What follows belongs to an exercise in optimizing a design on an open flow for small area and a short achievable clock period; a production flow would make more cautious choices. Only simulation tests tie the RTL to the original design; equivalence was not proved. No activity file was given, so power comes from the tool's default toggle rates.

## delta
Design cpu, start of the top module:
module cpu(
    input clk_i,
    input rst_n_i,
    output [63:0] pc_o,
    output [63:0] imem_addr_o,
    input  [31:0] imem_data_i,
    output [63:0] dmem_addr_o,
    output [63:0] dmem_wdata_o,
    output        dmem_wen_o,
    output        dmem_ren_o,
    input  [63:0] dmem_rdata_i
);
For scale: ~11000 cells after synthesis, ~2800 flip-flops, ~0.13 sq mm of cells after synthesis.
export LEC_CHECK = 0
export CAP_MARGIN = 20
export CORE_MARGIN = 2
export CORE_UTILIZATION = 40
export CTS_CLUSTER_DIAMETER = 70
export CTS_CLUSTER_SIZE = 30
export SLEW_MARGIN = 20
create_clock -name core_clock -period 13.0 [get_ports {clk_i}]
standard.sh (not shown) runs the stock make flow with config.mk's settings and CLKGATE_MAP_FILE= SYNTH_SCRIPT=/design/flow/synth_recipe.tcl, a recipe that flattens the netlist after the stock synthesis.
==> flow/flow/run.sh <==
#!/bin/bash
set -euo pipefail
cd "$(dirname "$0")/.."
bash standard.sh SETUP_SLACK_MARGIN=7.5 "BUFFER_PORTS_ARGS=-buffer_cell sky130_fd_sc_hd__buf_2" finish > flow_make.log 2>&1
--- input diff delta..beta ---
--- a/flow/design.v
+++ b/flow/design.v
@@ -9,17 +9,16 @@
     output        dmem_wen_o,
     output        dmem_ren_o,
     input  [63:0] dmem_rdata_i
 );
     reg  [63:1] f_pc;
     reg  [63:1] d_pc;
     reg  [19:0] d_irc;       
     reg  [31:20] d_ird;
-    reg         d_jal, d_jalr, d_br;    
     reg  [63:1] e_pc;
     reg  [63:0] e_op1;       
     reg  [63:0] e_op2;       
     reg  [11:0] e_simm;      
     reg         e_wen, e_load, e_store;
     reg  [4:0]  e_rd;
     reg  [2:0]  e_f3;
     reg         e_alu;       
@@ -85,24 +84,19 @@
     wire o_rr    = (opc == 7'b0110011);
     wire o_imm32 = (opc == 7'b0011011);
     wire o_rr32  = (opc == 7'b0111011);
     wire f7ok    = (ir[31:25] == 7'b0000000) | (ir[31:25] == 7'b0100000);
     wire f6ok    = (ir[31:26] == 6'b000000)  | (ir[31:26] == 6'b010000);
     wire f3_0 = (f3 == 3'b000);
     wire f3_1 = (f3 == 3'b001);
     wire f3_5 = (f3 == 3'b101);
-    wire i_jal   = d_jal;                                     
-    wire i_jalr  = d_jalr;                                    
-    wire i_br    = d_br;                                      
-    wire [6:0] fopc = imem_data_i[6:0];
-    wire [2:0] ff3  = imem_data_i[14:12];
-    wire f_jal  = (fopc == 7'b1101111);
-    wire f_jalr = (fopc == 7'b1100111);
-    wire f_br   = (fopc == 7'b1100011) & (ff3[2] | ~ff3[1]);
+    wire i_jal   = o_jal;
+    wire i_jalr  = o_jalr;
+    wire i_br    = o_br & (f3[2] | ~f3[1]);                  
     wire i_load  = o_load & ~(f3 == 3'b111);
     wire i_store = o_store & ~f3[2];                          
     wire i_nonu  = o_load | o_store | o_imm | o_rr | o_imm32 | o_rr32;    
     wire c_rr    = o_rr | o_rr32;                             
     wire d_wen   = o_lui | o_auipc | o_jal | o_jalr | i_load
                  | (o_imm & ~(f3_5 & ~f6ok))
                  | (o_rr & ~((f3_0 | f3_5) & ~f7ok))
                  | (o_imm32 & (f3_0 | f3_1 | (f3_5 & f7ok)))
@@ -130,41 +124,36 @@
     wire [63:0] immB = {{52{ir[31]}}, ir[7], ir[30:25], ir[11:8], 1'b0};
     wire [63:0] immJ = {{44{ir[31]}}, ir[19:12], ir[20], ir[30:21], 1'b0};
     wire eq  = (B1 == B2);
     wire ltu = (B1 < B2);
     wire lt  = (B1[63] ^ B2[63]) ? B1[63] : ltu;
     wire cnd = f3[2] ? (f3[1] ? ltu : lt) : eq;
     wire taken = i_br & (cnd ^ f3[0]);
     wire redirect = taken | i_jal | i_jalr;
-    wire [63:0] t_sum;
-    wire        t_c;
-    pfx_add #(.N(64), .KIND(0)) add_t (.a(i_jalr ? B1 : {d_pc, 1'b0}), .b(i_jalr ? immI : i_jal ? immJ : immB), .cin(1'b0), .s(t_sum), .cout(t_c));
+    wire [63:0] t_bj, t_jr;
+    wire        t_bj_c, t_jr_c;
+    pfx_add #(.N(64), .KIND(1)) add_bj (.a({d_pc, 1'b0}), .b(i_jal ? immJ : immB), .cin(1'b0), .s(t_bj), .cout(t_bj_c));
+    pfx_add #(.N(64), .KIND(0)) add_jr (.a(B1), .b(immI), .cin(1'b0), .s(t_jr), .cout(t_jr_c));
     wire [4:0] x1 = stall ? rs1 : frs1;    
     wire [4:0] x2 = stall ? rs2 : frs2;
     wire [63:2] pc4_hi;
     wire        pc4_c;
     pfx_add #(.N(62), .KIND(1)) add_pc4 (.a(f_pc[63:2]), .b(62'd0), .cin(1'b1), .s(pc4_hi), .cout(pc4_c));
     wire [63:1] pc4 = {pc4_hi, f_pc[1]};
     always @(posedge clk_i or negedge rst_n_i) begin
         if (~rst_n_i) begin
             f_pc <= 63'b0;
             d_pc <= 63'b0;
             d_irc <= 20'h00013;    
-            d_jal  <= 1'b0;
-            d_jalr <= 1'b0;
-            d_br   <= 1'b0;
         end else begin
             if (!stall) begin
-                f_pc <= redirect ? t_sum[63:1] : pc4;
+                f_pc <= (taken | i_jal) ? t_bj[63:1] : i_jalr ? t_jr[63:1] : pc4;
                 if (!redirect) d_pc <= f_pc;
                 d_irc <= redirect ? 20'h00013 : imem_data_i[19:0];
-                d_jal  <= ~redirect & f_jal;
-                d_jalr <= ~redirect & f_jalr;
-                d_br   <= ~redirect & f_br;
             end
         end
     end
     always @(posedge clk_i) begin
         if (!stall) begin
             d_ird  <= imem_data_i[31:20];
         end
         q1 <= stall ? R1 : F1;
- When beta is measured against delta, its switching portion of total power turns out 0.33 points lower.
- beta vs. delta: average via count per standard cell went down by 0.39%.
- Compared to delta, beta has fill cell total of the finished layout about 2.8% higher.
- Any difference in sequential cell area in the final layout between beta and delta is small enough to ignore.
- Of beta and delta, it is beta that has the higher synthesized cell count.
- Sort beta and delta by share of the synthesized area in compound gates (AO/OA/AOI/OAI), descending, and beta comes first.
- For clock network area share, delta and beta come out practically identical.
- Summary — fraction of the cycle the final worst path needs, beta relative to delta: higher, by 0.54 points.
- Compared to delta, the routing of beta uses more wire.
- DRC violation total after the first TritonRoute iteration: beta vs delta down 6.7%
- Diode insertion count for antenna repair (beta over delta): decrease, 28
- Compared with delta, beta shows post-synthesis cell type count lower by 3.8%.

==> static timing again, ports no longer ideal <==
In the flow no input, the clock included, has a driving cell. The finished layouts below were timed again as built, in two steps.
Step 1, drivers: a clkbuf_16 drives clk_i and a buf_2 each remaining input, both assumed.
Step 2 adds t to the input delays and takes it off the output delays; t is the mean of the earliest and latest rising clock arrival at the registers after step 1. Input paths then give back, and output paths get back, about the clock's delay inside the block.
Three values: ideal ports, drivers, drivers and shift; two values: the first two.
| run | t, ns | setup slack, ns | hold WS [ns] | latest minus earliest clock arrival (ns) |
|---|---|---|---|---|
| delta | 1.056 | 7.220 / 7.242 / 6.186 | 0.325 / 0.325 / 0.325 | 0.091 / 0.091 |
| beta | 1.047 | 7.150 / 7.175 / 6.128 | 0.329 / 0.329 / 0.329 | 0.116 / 0.116 |
After both steps setup and hold are still met in every run listed. For delta, which loses most, drivers alone change the setup slack by +0.022 ns; drivers and shift together by -1.034 ns.
